This is an optimization exercise on Yosys and OpenROAD, whose aim is small area and few clock cycles, not a production implementation.
The RTL was checked by simulation tests, not by an equivalence proof against the original design.
Power figures rest on the tool's default switching activity, not on a simulated workload.

File: flow/flow/run.sh
#!/bin/bash
# The standard layout, with one change: the port buffers are buf_1 cells
# (the standard flow picks a slow delay cell).
set -euo pipefail
export BUFFER_PORTS_ARGS="-buffer_cell sky130_fd_sc_hd__buf_1"
bash standard.sh > standard.log 2>&1
File: flow/standard.sh
#!/bin/bash
# synth_recipe.tcl (not shown) runs the flow's synth.tcl, then flattens the netlist and writes it again
# the make line also repeats each setting of config.mk as NAME=value (left out here)
make -C /OpenROAD-flow-scripts/flow DESIGN_CONFIG=/design/flow/config.mk WORK_HOME=/design/flow/orfs CLKGATE_MAP_FILE= SYNTH_SCRIPT=/design/flow/synth_recipe.tcl "${@:-finish}"
File: flow/config.mk
export PLATFORM = sky130hd
export DESIGN_NAME = mips_top
export DESIGN_NICKNAME = mips_top
export VERILOG_FILES = /design/flow/design.v
export SDC_FILE = /design/flow/constraint.sdc
export NUM_CORES = 4
export LEC_CHECK = 0
export CAP_MARGIN = 20
export CORE_MARGIN = 2
export CORE_UTILIZATION = 48
export CTS_BUF_LIST = sky130_fd_sc_hd__clkbuf_16
export CTS_CLUSTER_DIAMETER = 90
export CTS_CLUSTER_SIZE = 30
export GPL_TIMING_DRIVEN = 1
export PLACE_DENSITY = 0.62
export SLEW_MARGIN = 0
export SYNTH_HIERARCHICAL = 1
File: flow/constraint.sdc
create_clock -name core_clock -period 8.0 [get_ports {clk}]
set_input_delay 1.6000 -clock core_clock [delete_from_list [all_inputs] [get_ports {clk}]]
set_output_delay 1.6000 -clock core_clock [all_outputs]
set_load 0.01 [all_outputs]
File: flow/design.v
`timescale 1ns / 1ps
module nextpc(
	input         reset,
	input  [31:0] inst,
	input  [29:0] pc,
	input         eq,
	output [29:0] pcn);
	wire sJ, sT, sN, selH, selI, selD, selH2, selI2;
	wire cL, cB;
	wire [15:0] p4;
	wire [16:0] ic;
	assign ic[1] = pc[0];
	c_inv i0(pc[0], p4[0]);
	genvar i;
	generate
		for (i = 1; i < 16; i = i + 1) begin : inc_lo
			c_ha u(pc[i], ic[i], p4[i], ic[i+1]);
		end
	endgenerate
	assign cL = ic[16];
	wire [15:0] pb;
	pc_add16 ab(.a(pc[15:0]), .b(inst[15:0]), .s(pb), .cout(cB));
	wire [13:0] h = pc[29:16];
	wire [13:0] hi, hd;
	wire [14:0] hc;
	assign hc[1] = h[0];
	c_inv i1(h[0], hi[0]);
	generate
		for (i = 1; i < 14; i = i + 1) begin : inc_hi
			c_ha u(h[i], hc[i], hi[i], hc[i+1]);
		end
	endgenerate
	pc_dec14 dc(.h(h), .d(hd));
	nextpc_ctl ctl(.reset(reset), .inst(inst), .eq(eq), .cL(cL), .cB(cB),
		.sJ(sJ), .sT(sT), .sN(sN), .selH(selH), .selI(selI), .selD(selD),
		.selH2(selH2), .selI2(selI2));
	generate
		for (i = 0; i < 30; i = i + 1) begin : nb
			wire x, y;
			if (i < 16) begin : lo
				c_a222oi m(sJ, inst[i], sT, pb[i], sN, p4[i], x);
				c_inv    o(x, pcn[i]);
			end else if (i < 26) begin : mid
				c_a222oi m(h[i-16], selH, hi[i-16], selI, hd[i-16], selD, x);
				c_nand2  n(inst[i], sJ, y);
				c_nand2  o(x, y, pcn[i]);
			end else begin : top
				c_a222oi m(h[i-16], selH2, hi[i-16], selI2, hd[i-16], selD, x);
				c_inv    o(x, pcn[i]);
			end
		end
	endgenerate
endmodule
module nextpc_ctl(
	input  reset,
	input  [31:0] inst,
	input  eq, cL, cB,
	output sJ, sT, sN, selH, selI, selD, selH2, selI2);
	wire [5:0] op = inst[31:26];
	wire s    = inst[15];
	wire isJ  = (op == 6'b000010);
	wire take = (op == 6'b000100) & eq;
	assign sJ = isJ & ~reset;
	assign sT = take & ~reset;
	assign sN = ~isJ & ~take & ~reset;
	wire   sNJ = ~take & ~reset;
	assign selH  = (sN & ~cL) | (sT & (cB == s));
	assign selI  = (sN & cL)  | (sT & cB & ~s);
	assign selD  = sT & ~cB & s;
	assign selH2 = (sNJ & ~cL) | (sT & (cB == s));
	assign selI2 = (sNJ & cL)  | (sT & cB & ~s);
endmodule
module pc_dec14(input [13:0] h, output [13:0] d);
	wire [14:0] bw;    
	wire [14:0] bwn;
	c_inv i0(h[0], d[0]);
	assign bw[1] = d[0];
	genvar i;
	generate
		for (i = 1; i < 14; i = i + 1) begin : st
			if (i % 2 == 1) begin : p
				c_xor2   x(h[i], bw[i], d[i]);
				c_nand2b n(h[i], bw[i], bwn[i+1]);
			end else begin : n
				c_xnor2  x(h[i], bwn[i], d[i]);
				c_nor2   n(bwn[i], h[i], bw[i+1]);
			end
		end
	endgenerate
endmodule
`timescale 1ns / 1ps
module exec(
	input         reset,
	input  [31:0] inst,
	input  [31:0] a,
	input  [31:0] b,
	input  [31:0] rdata,
	output [31:0] addr,
	output        eq,
	output [31:0] wd,
	output [15:0] wen0,
	output [15:0] wen1);
	wire en, sub, subn, s_sum, s_ld, s_lt, s_aon, s_orn;
	exec_ctl ctl(.reset(reset), .inst(inst), .en(en), .sub(sub), .subn(subn),
		.s_sum(s_sum), .s_ld(s_ld), .s_lt(s_lt), .s_aon(s_aon), .s_orn(s_orn),
		.wen0(wen0), .wen1(wen1));
	wire [31:0] t;
	wire        th;
	c_a21o th_(inst[31], inst[15], sub, th);
	wire [31:0] k;
	genvar i;
	generate
		for (i = 0; i < 32; i = i + 1) begin : kb
			wire bn;
			if (i < 16) begin : lo
				c_a21o  t_(inst[31], inst[i], sub, t[i]);
			end else begin : hi
				assign t[i] = th;
			end
			c_nand2 g(b[i], en, bn);
			c_xnor2 x(bn, t[i], k[i]);
		end
	endgenerate
	wire [31:0] sum = addr;
	wire [31:0] pn, gn;
	wire        cout;
	alu_add add(.a(a), .k(k), .cin(sub), .cinn(subn), .sum(addr), .pn(pn), .gn(gn), .cout(cout));
	exec_eq cmp(.pn(pn), .eq(eq));
	generate
		for (i = 0; i < 32; i = i + 1) begin : rb
			wire x;
			if (i == 0) begin : b0
				exec_r0 m(s_aon, gn[0], s_orn, pn[0], s_lt, cout, x);
			end else begin : bn
				c_o22ai m(s_aon, gn[i], s_orn, pn[i], x);
			end
			c_a221o o(s_ld, rdata[i], s_sum, sum[i], x, wd[i]);
		end
	endgenerate
endmodule
module exec_r0(input s_aon, gn, s_orn, pn, s_lt, cout, output y);
	assign y = ~((s_aon | gn) & (s_orn | pn)) | (s_lt & ~cout);
endmodule
module exec_eq(input [31:0] pn, output eq);
	assign eq = &pn;
endmodule
module exec_ctl(
	input         reset,
	input  [31:0] inst,
	output        en, sub, subn, s_sum, s_ld, s_lt, s_aon, s_orn,
	output [15:0] wen0,
	output [15:0] wen1);
	wire [5:0] op = inst[31:26];
	wire [3:0] fn = inst[3:0];
	wire isR  = (op == 6'b000000);
	wire isLW = (op == 6'b100011);
	wire r    = isR & ~reset;
	assign en    = ~op[5];
	assign sub   = ~op[5] & ~op[2] & fn[1];
	assign subn  = ~sub;
	assign s_sum = r & (fn[3:2] == 2'b00) & ~fn[0];
	assign s_ld  = isLW & ~reset;
	assign s_lt  = r & (fn == 4'b1010);
	assign s_aon = ~(r & (fn[3:1] == 3'b010));
	assign s_orn = ~(r & (fn == 4'b0101));
	wire [3:0] lo, hi;
	exec_wpre pre(.inst(inst), .isR(isR), .isLW(isLW), .lo(lo), .hi(hi));
	genvar i, j;
	generate
		for (i = 0; i < 4; i = i + 1) begin : h_
			for (j = 0; j < 4; j = j + 1) begin : l_
				c_a21o g0(hi[i], lo[j], reset, wen0[4*i + j]);
				c_a21o g1(hi[i], lo[j], reset, wen1[4*i + j]);
			end
		end
	endgenerate
endmodule
module exec_wpre(input [31:0] inst, input isR, isLW, output [3:0] lo, hi);
	wire       we   = isR | isLW;
	wire [3:0] wreg = isR ? inst[14:11] : inst[19:16];
	assign lo = {4{we}} & (4'd1 << wreg[1:0]);
	assign hi = 4'd1 << wreg[3:2];
endmodule
`timescale 1ns / 1ps
module alu_add(input [31:0] a, input [31:0] k, input cin, input cinn,
	output [31:0] sum, output [31:0] pn, output [31:0] gn, output cout);
	wire n65;
	wire n66;
	wire n67;
	wire n68;
	wire n69;
	wire n70;
	wire n71;
	wire n72;
	wire n73;
	wire n74;
	wire n75;
	wire n76;
	wire n77;
	wire n78;
	wire n79;
	wire n80;
	wire n81;
	wire n82;
	wire n83;
	wire n84;
	wire n85;
	wire n86;
	wire n87;
	wire n88;
	wire n89;
	wire n90;
	wire n91;
	wire n92;
	wire n93;
	wire n94;
	wire n95;
	wire n96;
	wire n97;
	wire n98;
	wire n99;
	wire n100;
	wire n101;
	wire n102;
	wire n103;
	wire n104;
	wire n105;
	wire n106;
	wire n107;
	wire n108;
	wire n109;
	wire n110;
	wire n111;
	wire n112;
	wire n113;
	wire n114;
	wire n115;
	wire n116;
	wire n117;
	wire n118;
	wire n119;
	wire n120;
	wire n121;
	wire n122;
	wire n123;
	wire n124;
	wire n125;
	wire n126;
	wire n127;
	wire n128;
	wire n129;
	wire n130;
	wire n131;
	wire n132;
	wire n133;
	wire n134;
	wire n135;
	wire n136;
	wire n137;
	wire n138;
	wire n139;
	wire n140;
	wire n141;
	wire n142;
	wire n143;
	wire n144;
	wire n145;
	wire n146;
	wire n147;
	wire n148;
	wire n149;
	wire n150;
	wire n151;
	wire n152;
	wire n153;
	wire n154;
	wire n155;
	wire n156;
	wire n157;
	wire n158;
	wire n159;
	wire n160;
	wire n161;
	wire n162;
	wire n163;
	wire n164;
	c_xnor2 u1(a[0], k[0], pn[0]);
	c_nand2 u2(a[0], k[0], gn[0]);
	c_xnor2 u3(a[1], k[1], pn[1]);
	c_nand2 u4(a[1], k[1], gn[1]);
	c_xnor2 u5(a[2], k[2], pn[2]);
	c_nand2 u6(a[2], k[2], gn[2]);
	c_xnor2 u7(a[3], k[3], pn[3]);
	c_nand2 u8(a[3], k[3], gn[3]);
	c_xnor2 u9(a[4], k[4], pn[4]);
	c_nand2 u10(a[4], k[4], gn[4]);
	c_xnor2 u11(a[5], k[5], pn[5]);
	c_nand2 u12(a[5], k[5], gn[5]);
	c_xnor2 u13(a[6], k[6], pn[6]);
	c_nand2 u14(a[6], k[6], gn[6]);
	c_xnor2 u15(a[7], k[7], pn[7]);
	c_nand2 u16(a[7], k[7], gn[7]);
	c_xnor2 u17(a[8], k[8], pn[8]);
	c_nand2 u18(a[8], k[8], gn[8]);
	c_xnor2 u19(a[9], k[9], pn[9]);
	c_nand2 u20(a[9], k[9], gn[9]);
	c_xnor2 u21(a[10], k[10], pn[10]);
	c_nand2 u22(a[10], k[10], gn[10]);
	c_xnor2 u23(a[11], k[11], pn[11]);
	c_nand2 u24(a[11], k[11], gn[11]);
	c_xnor2 u25(a[12], k[12], pn[12]);
	c_nand2 u26(a[12], k[12], gn[12]);
	c_xnor2 u27(a[13], k[13], pn[13]);
	c_nand2 u28(a[13], k[13], gn[13]);
	c_xnor2 u29(a[14], k[14], pn[14]);
	c_nand2 u30(a[14], k[14], gn[14]);
	c_xnor2 u31(a[15], k[15], pn[15]);
	c_nand2 u32(a[15], k[15], gn[15]);
	c_xnor2 u33(a[16], k[16], pn[16]);
	c_nand2 u34(a[16], k[16], gn[16]);
	c_xnor2 u35(a[17], k[17], pn[17]);
	c_nand2 u36(a[17], k[17], gn[17]);
	c_xnor2 u37(a[18], k[18], pn[18]);
	c_nand2 u38(a[18], k[18], gn[18]);
	c_xnor2 u39(a[19], k[19], pn[19]);
	c_nand2 u40(a[19], k[19], gn[19]);
	c_xnor2 u41(a[20], k[20], pn[20]);
	c_nand2 u42(a[20], k[20], gn[20]);
	c_xnor2 u43(a[21], k[21], pn[21]);
	c_nand2 u44(a[21], k[21], gn[21]);
	c_xnor2 u45(a[22], k[22], pn[22]);
	c_nand2 u46(a[22], k[22], gn[22]);
	c_xnor2 u47(a[23], k[23], pn[23]);
	c_nand2 u48(a[23], k[23], gn[23]);
	c_xnor2 u49(a[24], k[24], pn[24]);
	c_nand2 u50(a[24], k[24], gn[24]);
	c_xnor2 u51(a[25], k[25], pn[25]);
	c_nand2 u52(a[25], k[25], gn[25]);
	c_xnor2 u53(a[26], k[26], pn[26]);
	c_nand2 u54(a[26], k[26], gn[26]);
	c_xnor2 u55(a[27], k[27], pn[27]);
	c_nand2 u56(a[27], k[27], gn[27]);
	c_xnor2 u57(a[28], k[28], pn[28]);
	c_nand2 u58(a[28], k[28], gn[28]);
	c_xnor2 u59(a[29], k[29], pn[29]);
	c_nand2 u60(a[29], k[29], gn[29]);
	c_xnor2 u61(a[30], k[30], pn[30]);
	c_nand2 u62(a[30], k[30], gn[30]);
	c_xnor2 u63(a[31], k[31], pn[31]);
	c_nand2 u64(a[31], k[31], gn[31]);
	c_o21ai u65(pn[0], cinn, gn[0], n65);
	c_inv u66(pn[1], n66);
	c_a21boi u67(n66, n65, gn[1], n67);
	c_o21ai u68(pn[3], gn[2], gn[3], n68);
	c_nor2 u69(pn[3], pn[2], n69);
	c_o21ai u70(pn[5], gn[4], gn[5], n70);
	c_nor2 u71(pn[5], pn[4], n71);
	c_o21ai u72(pn[7], gn[6], gn[7], n72);
	c_nor2 u73(pn[7], pn[6], n73);
	c_o21ai u74(pn[9], gn[8], gn[9], n74);
	c_nor2 u75(pn[9], pn[8], n75);
	c_o21ai u76(pn[11], gn[10], gn[11], n76);
	c_nor2 u77(pn[11], pn[10], n77);
	c_o21ai u78(pn[13], gn[12], gn[13], n78);
	c_nor2 u79(pn[13], pn[12], n79);
	c_o21ai u80(pn[15], gn[14], gn[15], n80);
	c_nor2 u81(pn[15], pn[14], n81);
	c_o21ai u82(pn[17], gn[16], gn[17], n82);
	c_nor2 u83(pn[17], pn[16], n83);
	c_o21ai u84(pn[19], gn[18], gn[19], n84);
	c_nor2 u85(pn[19], pn[18], n85);
	c_o21ai u86(pn[21], gn[20], gn[21], n86);
	c_nor2 u87(pn[21], pn[20], n87);
	c_o21ai u88(pn[23], gn[22], gn[23], n88);
	c_nor2 u89(pn[23], pn[22], n89);
	c_o21ai u90(pn[25], gn[24], gn[25], n90);
	c_nor2 u91(pn[25], pn[24], n91);
	c_o21ai u92(pn[27], gn[26], gn[27], n92);
	c_nor2 u93(pn[27], pn[26], n93);
	c_o21ai u94(pn[29], gn[28], gn[29], n94);
	c_nor2 u95(pn[29], pn[28], n95);
	c_o21ai u96(pn[31], gn[30], gn[31], n96);
	c_nor2 u97(pn[31], pn[30], n97);
	c_inv u98(n69, n98);
	c_o21bai u99(n98, n67, n68, n99);
	c_a21oi u100(n73, n70, n72, n100);
	c_nand2 u101(n73, n71, n101);
	c_a21oi u102(n77, n74, n76, n102);
	c_nand2 u103(n77, n75, n103);
	c_a21oi u104(n81, n78, n80, n104);
	c_nand2 u105(n81, n79, n105);
	c_a21oi u106(n85, n82, n84, n106);
	c_nand2 u107(n85, n83, n107);
	c_a21oi u108(n89, n86, n88, n108);
	c_nand2 u109(n89, n87, n109);
	c_a21oi u110(n93, n90, n92, n110);
	c_nand2 u111(n93, n91, n111);
	c_a21oi u112(n97, n94, n96, n112);
	c_nand2 u113(n97, n95, n113);
	c_inv u114(n101, n114);
	c_a21boi u115(n114, n99, n100, n115);
	c_o21ai u116(n105, n102, n104, n116);
	c_nor2 u117(n105, n103, n117);
	c_o21ai u118(n109, n106, n108, n118);
	c_nor2 u119(n109, n107, n119);
	c_o21ai u120(n113, n110, n112, n120);
	c_nor2 u121(n113, n111, n121);
	c_inv u122(n117, n122);
	c_o21bai u123(n122, n115, n116, n123);
	c_a21oi u124(n121, n118, n120, n124);
	c_nand2 u125(n121, n119, n125);
	c_inv u126(n125, n126);
	c_a21boi u127(n126, n123, n124, n127);
	c_a21oi u128(n119, n123, n118, n128);
	c_o21ai u129(n103, n115, n102, n129);
	c_inv u130(n107, n130);
	c_a21boi u131(n130, n123, n106, n131);
	c_o21ai u132(n111, n128, n110, n132);
	c_a21oi u133(n71, n99, n70, n133);
	c_inv u134(n75, n134);
	c_o21bai u135(n134, n115, n74, n135);
	c_a21oi u136(n79, n129, n78, n136);
	c_a21oi u137(n83, n123, n82, n137);
	c_inv u138(n87, n138);
	c_o21bai u139(n138, n131, n86, n139);
	c_inv u140(n91, n140);
	c_o21bai u141(n140, n128, n90, n141);
	c_a21oi u142(n95, n132, n94, n142);
	c_o21ai u143(pn[2], n67, gn[2], n143);
	c_inv u144(pn[4], n144);
	c_a21boi u145(n144, n99, gn[4], n145);
	c_o21ai u146(pn[6], n133, gn[6], n146);
	c_o21ai u147(pn[8], n115, gn[8], n147);
	c_inv u148(pn[10], n148);
	c_a21boi u149(n148, n135, gn[10], n149);
	c_inv u150(pn[12], n150);
	c_a21boi u151(n150, n129, gn[12], n151);
	c_o21ai u152(pn[14], n136, gn[14], n152);
	c_inv u153(pn[16], n153);
	c_a21boi u154(n153, n123, gn[16], n154);
	c_o21ai u155(pn[18], n137, gn[18], n155);
	c_o21ai u156(pn[20], n131, gn[20], n156);
	c_inv u157(pn[22], n157);
	c_a21boi u158(n157, n139, gn[22], n158);
	c_o21ai u159(pn[24], n128, gn[24], n159);
	c_inv u160(pn[26], n160);
	c_a21boi u161(n160, n141, gn[26], n161);
	c_inv u162(pn[28], n162);
	c_a21boi u163(n162, n132, gn[28], n163);
	c_o21ai u164(pn[30], n142, gn[30], n164);
	c_xnor2 u165(pn[0], cin, sum[0]);
	c_xnor2 u166(pn[1], n65, sum[1]);
	c_xor2 u167(pn[2], n67, sum[2]);
	c_xnor2 u168(pn[3], n143, sum[3]);
	c_xnor2 u169(pn[4], n99, sum[4]);
	c_xor2 u170(pn[5], n145, sum[5]);
	c_xor2 u171(pn[6], n133, sum[6]);
	c_xnor2 u172(pn[7], n146, sum[7]);
	c_xor2 u173(pn[8], n115, sum[8]);
	c_xnor2 u174(pn[9], n147, sum[9]);
	c_xnor2 u175(pn[10], n135, sum[10]);
	c_xor2 u176(pn[11], n149, sum[11]);
	c_xnor2 u177(pn[12], n129, sum[12]);
	c_xor2 u178(pn[13], n151, sum[13]);
	c_xor2 u179(pn[14], n136, sum[14]);
	c_xnor2 u180(pn[15], n152, sum[15]);
	c_xnor2 u181(pn[16], n123, sum[16]);
	c_xor2 u182(pn[17], n154, sum[17]);
	c_xor2 u183(pn[18], n137, sum[18]);
	c_xnor2 u184(pn[19], n155, sum[19]);
	c_xor2 u185(pn[20], n131, sum[20]);
	c_xnor2 u186(pn[21], n156, sum[21]);
	c_xnor2 u187(pn[22], n139, sum[22]);
	c_xor2 u188(pn[23], n158, sum[23]);
	c_xor2 u189(pn[24], n128, sum[24]);
	c_xnor2 u190(pn[25], n159, sum[25]);
	c_xnor2 u191(pn[26], n141, sum[26]);
	c_xor2 u192(pn[27], n161, sum[27]);
	c_xnor2 u193(pn[28], n132, sum[28]);
	c_xor2 u194(pn[29], n163, sum[29]);
	c_xor2 u195(pn[30], n142, sum[30]);
	c_xnor2 u196(pn[31], n164, sum[31]);
	assign cout = ~n127;
endmodule
module pc_add16(input [15:0] a, input [15:0] b, output [15:0] s, output cout);
	wire n2;
	wire n3;
	wire n4;
	wire n5;
	wire n6;
	wire n7;
	wire n8;
	wire n9;
	wire n10;
	wire n11;
	wire n12;
	wire n13;
	wire n14;
	wire n15;
	wire n16;
	wire n17;
	wire n18;
	wire n19;
	wire n20;
	wire n21;
	wire n22;
	wire n23;
	wire n24;
	wire n25;
	wire n26;
	wire n27;
	wire n28;
	wire n29;
	wire n30;
	wire n31;
	wire n32;
	wire n33;
	wire n34;
	wire n35;
	wire n36;
	wire n37;
	wire n38;
	wire n39;
	wire n40;
	wire n41;
	wire n42;
	wire n43;
	wire n44;
	wire n45;
	wire n46;
	wire n47;
	wire n48;
	wire n49;
	wire n50;
	wire n51;
	wire n52;
	wire n53;
	wire n54;
	wire n55;
	wire n56;
	wire n57;
	c_xnor2 u1(a[0], b[0], s[0]);
	c_nand2 u2(a[0], b[0], n2);
	c_xnor2 u3(a[1], b[1], n3);
	c_nand2 u4(a[1], b[1], n4);
	c_xnor2 u5(a[2], b[2], n5);
	c_nand2 u6(a[2], b[2], n6);
	c_xnor2 u7(a[3], b[3], n7);
	c_nand2 u8(a[3], b[3], n8);
	c_xnor2 u9(a[4], b[4], n9);
	c_nand2 u10(a[4], b[4], n10);
	c_xnor2 u11(a[5], b[5], n11);
	c_nand2 u12(a[5], b[5], n12);
	c_xnor2 u13(a[6], b[6], n13);
	c_nand2 u14(a[6], b[6], n14);
	c_xnor2 u15(a[7], b[7], n15);
	c_nand2 u16(a[7], b[7], n16);
	c_xnor2 u17(a[8], b[8], n17);
	c_nand2 u18(a[8], b[8], n18);
	c_xnor2 u19(a[9], b[9], n19);
	c_nand2 u20(a[9], b[9], n20);
	c_xnor2 u21(a[10], b[10], n21);
	c_nand2 u22(a[10], b[10], n22);
	c_xnor2 u23(a[11], b[11], n23);
	c_nand2 u24(a[11], b[11], n24);
	c_xnor2 u25(a[12], b[12], n25);
	c_nand2 u26(a[12], b[12], n26);
	c_xnor2 u27(a[13], b[13], n27);
	c_nand2 u28(a[13], b[13], n28);
	c_xnor2 u29(a[14], b[14], n29);
	c_nand2 u30(a[14], b[14], n30);
	c_xnor2 u31(a[15], b[15], n31);
	c_nand2 u32(a[15], b[15], n32);
	c_or2 u33(a[0], b[0], n33);
	c_inv u34(n3, n34);
	c_a21boi u35(n34, n33, n4, n35);
	c_o21ai u36(n5, n35, n6, n36);
	c_inv u37(n7, n37);
	c_a21boi u38(n37, n36, n8, n38);
	c_o21ai u39(n9, n38, n10, n39);
	c_inv u40(n11, n40);
	c_a21boi u41(n40, n39, n12, n41);
	c_o21ai u42(n13, n41, n14, n42);
	c_inv u43(n15, n43);
	c_a21boi u44(n43, n42, n16, n44);
	c_o21ai u45(n17, n44, n18, n45);
	c_inv u46(n19, n46);
	c_a21boi u47(n46, n45, n20, n47);
	c_o21ai u48(n21, n47, n22, n48);
	c_inv u49(n23, n49);
	c_a21boi u50(n49, n48, n24, n50);
	c_o21ai u51(n25, n50, n26, n51);
	c_inv u52(n27, n52);
	c_a21boi u53(n52, n51, n28, n53);
	c_o21ai u54(n29, n53, n30, n54);
	c_inv u55(n31, n55);
	c_a21boi u56(n55, n54, n32, n56);
	c_inv u57(s[0], n57);
	c_xnor2 u58(n3, n33, s[1]);
	c_xor2 u59(n5, n35, s[2]);
	c_xnor2 u60(n7, n36, s[3]);
	c_xor2 u61(n9, n38, s[4]);
	c_xnor2 u62(n11, n39, s[5]);
	c_xor2 u63(n13, n41, s[6]);
	c_xnor2 u64(n15, n42, s[7]);
	c_xor2 u65(n17, n44, s[8]);
	c_xnor2 u66(n19, n45, s[9]);
	c_xor2 u67(n21, n47, s[10]);
	c_xnor2 u68(n23, n48, s[11]);
	c_xor2 u69(n25, n50, s[12]);
	c_xnor2 u70(n27, n51, s[13]);
	c_xor2 u71(n29, n53, s[14]);
	c_xnor2 u72(n31, n54, s[15]);
	assign cout = ~n56;
endmodule
`timescale 1ns / 1ps
module rf_sel16(input [15:0] d, input [15:0] s, output y);
	wire [5:0] n;
	c_a222oi g0(d[0],  s[0],  d[1],  s[1],  d[2],  s[2],  n[0]);
	c_a222oi g1(d[3],  s[3],  d[4],  s[4],  d[5],  s[5],  n[1]);
	c_a222oi g2(d[6],  s[6],  d[7],  s[7],  d[8],  s[8],  n[2]);
	c_a222oi g3(d[9],  s[9],  d[10], s[10], d[11], s[11], n[3]);
	c_a222oi g4(d[12], s[12], d[13], s[13], d[14], s[14], n[4]);
	c_nand2  g5(d[15], s[15], n[5]);
	rf_nand6 g6(n, y);
endmodule
module rf_nand6(input [5:0] a, output y);
	assign y = ~(&a);
endmodule
module rf_dec(input [3:0] s, output [15:0] oh0, output [15:0] oh1);
	wire [3:0] sn, lon, hin;
	c_inv n0(s[0], sn[0]);
	c_inv n1(s[1], sn[1]);
	c_inv n2(s[2], sn[2]);
	c_inv n3(s[3], sn[3]);
	c_nand2 l0(sn[1], sn[0], lon[0]);
	c_nand2 l1(sn[1], s[0],  lon[1]);
	c_nand2 l2(s[1],  sn[0], lon[2]);
	c_nand2 l3(s[1],  s[0],  lon[3]);
	c_nand2 h0(sn[3], sn[2], hin[0]);
	c_nand2 h1(sn[3], s[2],  hin[1]);
	c_nand2 h2(s[3],  sn[2], hin[2]);
	c_nand2 h3(s[3],  s[2],  hin[3]);
	genvar i, j;
	generate
		for (i = 0; i < 4; i = i + 1) begin : hi_
			for (j = 0; j < 4; j = j + 1) begin : lo_
				c_nor2 g0(hin[i], lon[j], oh0[4*i + j]);
				c_nor2 g1(hin[i], lon[j], oh1[4*i + j]);
			end
		end
	endgenerate
endmodule
module rf_read(input [3:0] sel, input [511:0] q, output [31:0] y);
	wire [15:0] oh0, oh1;
	rf_dec dec(.s(sel), .oh0(oh0), .oh1(oh1));
	genvar i, j;
	generate
		for (j = 0; j < 32; j = j + 1) begin : bit_
			wire [15:0] col;
			for (i = 0; i < 16; i = i + 1) begin : reg_
				assign col[i] = q[32*i + j];
			end
			rf_sel16 m(.d(col), .s(j < 16 ? oh0 : oh1), .y(y[j]));
		end
	endgenerate
endmodule
`timescale 1ns / 1ps
module c_inv   (input a, output y);                 assign y = ~a;                               endmodule
module c_nand2 (input a, b, output y);              assign y = ~(a & b);                         endmodule
module c_nand2b(input an, b, output y);             assign y = ~(~an & b);                       endmodule
module c_nor2  (input a, b, output y);              assign y = ~(a | b);                         endmodule
module c_or2   (input a, b, output y);              assign y = a | b;                            endmodule
module c_xor2  (input a, b, output y);              assign y = a ^ b;                            endmodule
module c_xnor2 (input a, b, output y);              assign y = ~(a ^ b);                         endmodule
module c_a21oi (input a1, a2, b1, output y);        assign y = ~((a1 & a2) | b1);                endmodule
module c_a21boi(input a1, a2, b1n, output y);       assign y = ~((a1 & a2) | ~b1n);              endmodule
module c_o21bai(input a1, a2, b1n, output y);       assign y = ~((a1 | a2) & ~b1n);              endmodule
module c_o21ai (input a1, a2, b1, output y);        assign y = ~((a1 | a2) & b1);                endmodule
module c_a21o  (input a1, a2, b1, output y);        assign y = (a1 & a2) | b1;                   endmodule
module c_o22ai (input a1, a2, b1, b2, output y);    assign y = ~((a1 | a2) & (b1 | b2));         endmodule
module c_a222oi(input a1, a2, b1, b2, c1, c2, output y);
	assign y = ~((a1 & a2) | (b1 & b2) | (c1 & c2));
endmodule
module c_a221o (input a1, a2, b1, b2, c1, output y);
	assign y = (a1 & a2) | (b1 & b2) | c1;
endmodule
module c_ha    (input a, b, output s, output c);    assign s = a ^ b; assign c = a & b;          endmodule
`timescale 1ns / 1ps
module mips_top(
    input         clk,
    input         reset,
    output [31:0] imem_addr,
    input  [31:0] imem_data,
    output [31:0] dmem_addr,
    output [31:0] dmem_wdata,
    output        dmem_we,
    input  [31:0] dmem_rdata
    );
	wire [31:0] inst = imem_data;
	reg  [31:2] pc;
	reg  [31:0] rf [0:15];
	wire [511:0] q;
	genvar gi;
	generate
		for (gi = 0; gi < 16; gi = gi + 1) begin : rfq
			assign q[32*gi +: 32] = rf[gi];
		end
	endgenerate
	wire [31:0] a, b;
	rf_read rda(.sel(inst[24:21]), .q(q), .y(a));
	rf_read rdb(.sel(inst[19:16]), .q(q), .y(b));
	wire [31:0] wd;
	wire [15:0] wen0, wen1;
	wire [31:0] addr;
	wire        eq;
	exec ex(.reset(reset), .inst(inst), .a(a), .b(b), .rdata(dmem_rdata),
		.addr(addr), .eq(eq), .wd(wd), .wen0(wen0), .wen1(wen1));
	integer k;
	always @(posedge clk)
		for (k = 0; k < 16; k = k + 1)
		begin
			if (wen0[k]) begin
				rf[k][15:4] <= wd[15:4];
				rf[k][3:0]  <= wd[3:0] | ({4{reset}} & k[3:0]);
			end
			if (wen1[k])
				rf[k][31:16] <= wd[31:16];
		end
	wire [29:0] pcn;
	nextpc np(.reset(reset), .inst(inst), .pc(pc), .eq(eq), .pcn(pcn));
	always @(posedge clk)
		pc <= pcn;
	assign imem_addr  = {pc, 2'b00};
	assign dmem_addr  = addr;
	assign dmem_wdata = b;
	assign dmem_we    = (inst[31:26] == 6'b101011) & ~reset;
endmodule
==> results_dict.tcl <==
set metrics [dict create \
    drc 0 \
    slew_headroom_pct 21.7 \
    combPwrFrac_pct 17.4 \
    finalClockSkew_ps 24.5 \
    insertion_delay_ps 600 \
    drt-vias-per-instance 7.19 \
    syn_to_final_growth_pct 13.2 \
    yosys-top-cells-area "edfxtp_1, a222oi_1, xnor2_1, nand2_1, dfxtp_1" \
    arrival_ps 6180 \
    fillerInstances 4301 \
    grt_usage_pct 30.4 \
    fin_nets 2204 \
    crit_path_end_kind "output port" \
    required_ps 6400 \
    worst_hold_slack_ps 578 \
    worst_pin_slew_ps 1170 \
    io_pins 163 \
    status "complete, no violations" \
    synth-edff-count 512 \
    layout_commonest_cell "edfxtp_1" \
    dp.cells 2765 \
    die_w_um 233 \
    num_rows 84 \
    fmax_mhz 129 \
    grt_pass1_wl_um 122000 \
    grt_antenna_before_repair 4 \
    synthDominantCellAreaShare_pct 60.9 \
    clock_sinks 542 \
    layout-drive-gt1-share_pct 11.3 \
    dr.pass1.iters 13 \
    pwr-share-seq_pct 56.4 \
    cts_made_buffers 25 \
    cts_hold_buf 0 \
    cts_max_level 1 \
    ctsRootBufferMaster "clkbuf_16" \
    place_hpwl_um 58800 \
    crit_path_start_kind "input port" \
    register_area_um2 16000 \
    min_path_type "flip-flop to flip-flop" \
    antennaDiodeCount 0 \
    critPathMaxFanout 12 \
    ys.warnings.count 8 \
    p_leak_uw 0.00990 \
    cap_violations 0 \
    syn_area_um2 25200 \
    grt_overflow 0 \
    cts_buffer_depth 3 \
    synth-main-ff-cell "edfxtp_1" \
    start_util_pct 48.3 \
    wl_per_cell_um 30.6 \
    numPortBuffers 160 \
    yosysTopAreaCell "edfxtp_1" \
    stdcell_count 2806 \
    grt_pass1_vias 19100 \
    p_int_uw 4130 \
    clockPowerShare_pct 26.2 \
    grt_start_max_net_pins 48 \
    vdd_drop_max_mv 0.153 \
    power.switching_uw 1660 \
    gp_congestion 0.905 \
    switching_share_pct 28.6 \
    final_cell_mix "edfxtp_1, a222oi_1, nand2_1" \
    tns_ps 0 \
    slew_violations 0 \
    core_area_um2 52200 \
    ant_nets 0 \
    fin_crit_ps 7780 \
    tritoncts "built" \
    cts.reportedPaths.clkPinSlew_ps 100 \
    finalSetupViolCount 0 \
    seq_area_frac_synth_pct 63.3 \
    synth.avg_cell_area_um2 14.0 \
    die_area_um2 54400 \
    report.final.hold_viol_count 0 \
    vias 20200 \
    routed_wl_um 85800 \
    ys_seq_elements 542 \
    die_y_um 233 \
    ys_types 46 \
    drtIter0Drc 4892 \
    p_per_area_nw_per_um2 203 \
    fin_crit_sh_pct 97.3 \
    multi_input_area_um2 9140 \
    crit_type "input port to output port" \
    synth_async_sr_flop_share_pct 0 \
    syn_inst 1801 \
]
per-module statistics from Yosys (local to each module, per instance), excerpt:
module      copies in the design  flops+latches  cells inside
c_ha                          28              0             1
c_or2                          1              0             1
c_o21bai                       5              0             1
exec_r0                        1              0             2
exec_wpre                      1              0            22
exec_eq                        1              0            11
c_a221o                       32              0             1
c_xnor2                      111              0             1
pc_add16                       1              0             1
c_xor2                        29              0             1
c_a222oi                     350              0             1
mips_top                       1            542           552
c_o22ai                       31              0             1
c_o21ai                       36              0             1
nextpc_ctl                     1              0            24
c_a21o                        49              0             1
worst max-delay path, cell delays in order:
cell and delay (ps):
buf_1 240, nand2_1 220, nor2_2 630, a222oi_1 240
and4_1 280, nand3_1 150, nand2_1 90, xnor2_1 320
xnor2_2 200, inv_1 80, a21boi_2 200, o21bai_1 170
a21boi_2 260, o21bai_1 100, buf_4 200, a21oi_2 240
o21ai_1 190, a21oi_2 220, o21ai_1 110, xnor2_1 240
buf_1 180
registers in the layout (all words and copies together) (netlist names):
signal	count
pc	30
rf	512
logic make-up after synthesis:
logic type	Yosys count	synth area share, %
xor gates and xnor gates	141	4.89
buffers and inverters	68	1.12
other	1	0.0149
AOI/OAI and AO/OA	551	20.0
and+or+nand+nor	470	9.27
DFF	542	63.3
adders and majority gates	28	1.39
final cells by class:
cell class | count | area share (%)
Inverter | 61 | 0.801
Clock buffer | 25 | 2.19
Tap cell | 688 | 3.01
Clock inverter | 10 | 0.508
Timing Repair Buffer | 288 | 5.59
Multi-Input combinational cell | 1192 | 32.0
Sequential cell | 542 | 55.9
synthesized netlist by cell type (all sizes together) (6+ instances only):
master,count
nand3,68
inv,61
xor2,30
and4,64
a21oi,15
or2,6
xnor2,111
o21ai,40
ha,28
a21boi,19
nor2,94
a222oi,350
or4,6
dfxtp,30
a221o,32
a21o,50
nand2,194
nand4,8
edfxtp,512
o22ai,31
nand2b,10
worst paths after layout:
| kind | start | to | slack, ps | cells after the start |
|---|---|---|---|---|
| setup / recovery | imem_data[17] | dmem_addr[31] | 220 | 21 |
| hold / removal | pc[18] | pc[18] | 580 | 3 |
| hold reg to reg | pc[18] | pc[18] | 580 | 3 |
| setup reg to reg | rf[9][30] | pc[19] | 2840 | 15 |
metal layers:
metal / track usage, % / vias up / share of wire (%)
met5: 1.38 / - / 0.13
met4: 8.68 / 4 / 2.5
met3: 8.18 / 159 / 15
met2: 47.1 / 1565 / 45
met1: 41.9 / 9936 / 38
li1: - / 8504 / -
what timing repair did:
| action | 4_1_cts | 5_1_grt |
|---|---|---|
| pin swaps | 0 | 2 |
| setup buffers | 0 | 3 |
| endpoints found under the setup margin | 2 | 6 |
| gates resized for setup | 5 | 27 |
metrics by stage:
| step | worst slack, ps | total power [uW] | utilization (%) | area, um^2 |
|---|---|---|---|---|
| detailed placement | -161 | 4290 | 52.9 | 27600 |
| floorplan | 793 | 3880 | - | 25200 |
| finish | 219 | 5790 | 54.7 | 28600 |
| CTS | 11.1 | 5760 | 54.4 | 28400 |
| global placement | -25.1 | 4270 | 52.8 | 27600 |
| global route | -3.02 | 5970 | 54.7 | 28600 |
power groups by stage:
stage / Sequential, uW / Combinational (uW) / Clock, uW
global placement: 3320 / 954 / 0
detailed placement: 3320 / 962 / 0
global route: 3270 / 1070 / 1620
finish: 3260 / 1010 / 1520
floorplan: 3300 / 574 / 0
CTS: 3260 / 966 / 1530
Testbench counts, summed over its fixed seeds: cycles 74,808.

==> re-timing with driven ports <==
Ports are ideal in the flow. The routed layout listed here was re-timed in OpenROAD. Step 1 (the two cells are an assumption about what drives the block):
set clk [get_ports {clk}]
set_driving_cell -lib_cell sky130_fd_sc_hd__clkbuf_16 $clk
set_driving_cell -lib_cell sky130_fd_sc_hd__buf_2 [delete_from_list [all_inputs] $clk]
Step 2 times the ports against the registers' clock, not the clock port: input delays grow and output delays shrink by t, the midpoint of the rising clock arrivals with the driver on. Slacks: ideal ports / drivers / drivers and shift; pairs: ideal ports / drivers.
t, ns: 0.653
setup slack, ns: 0.219 / 0.152 / 0.152
hold WS [ns]: 0.578 / 0.578 / 0.578
slew at the worst register clock pin (ns): 0.11 / 0.11
After both steps setup and hold are still met in this run. The setup slack of this run moves by -0.067 ns with the drivers and by -0.067 ns with both steps.
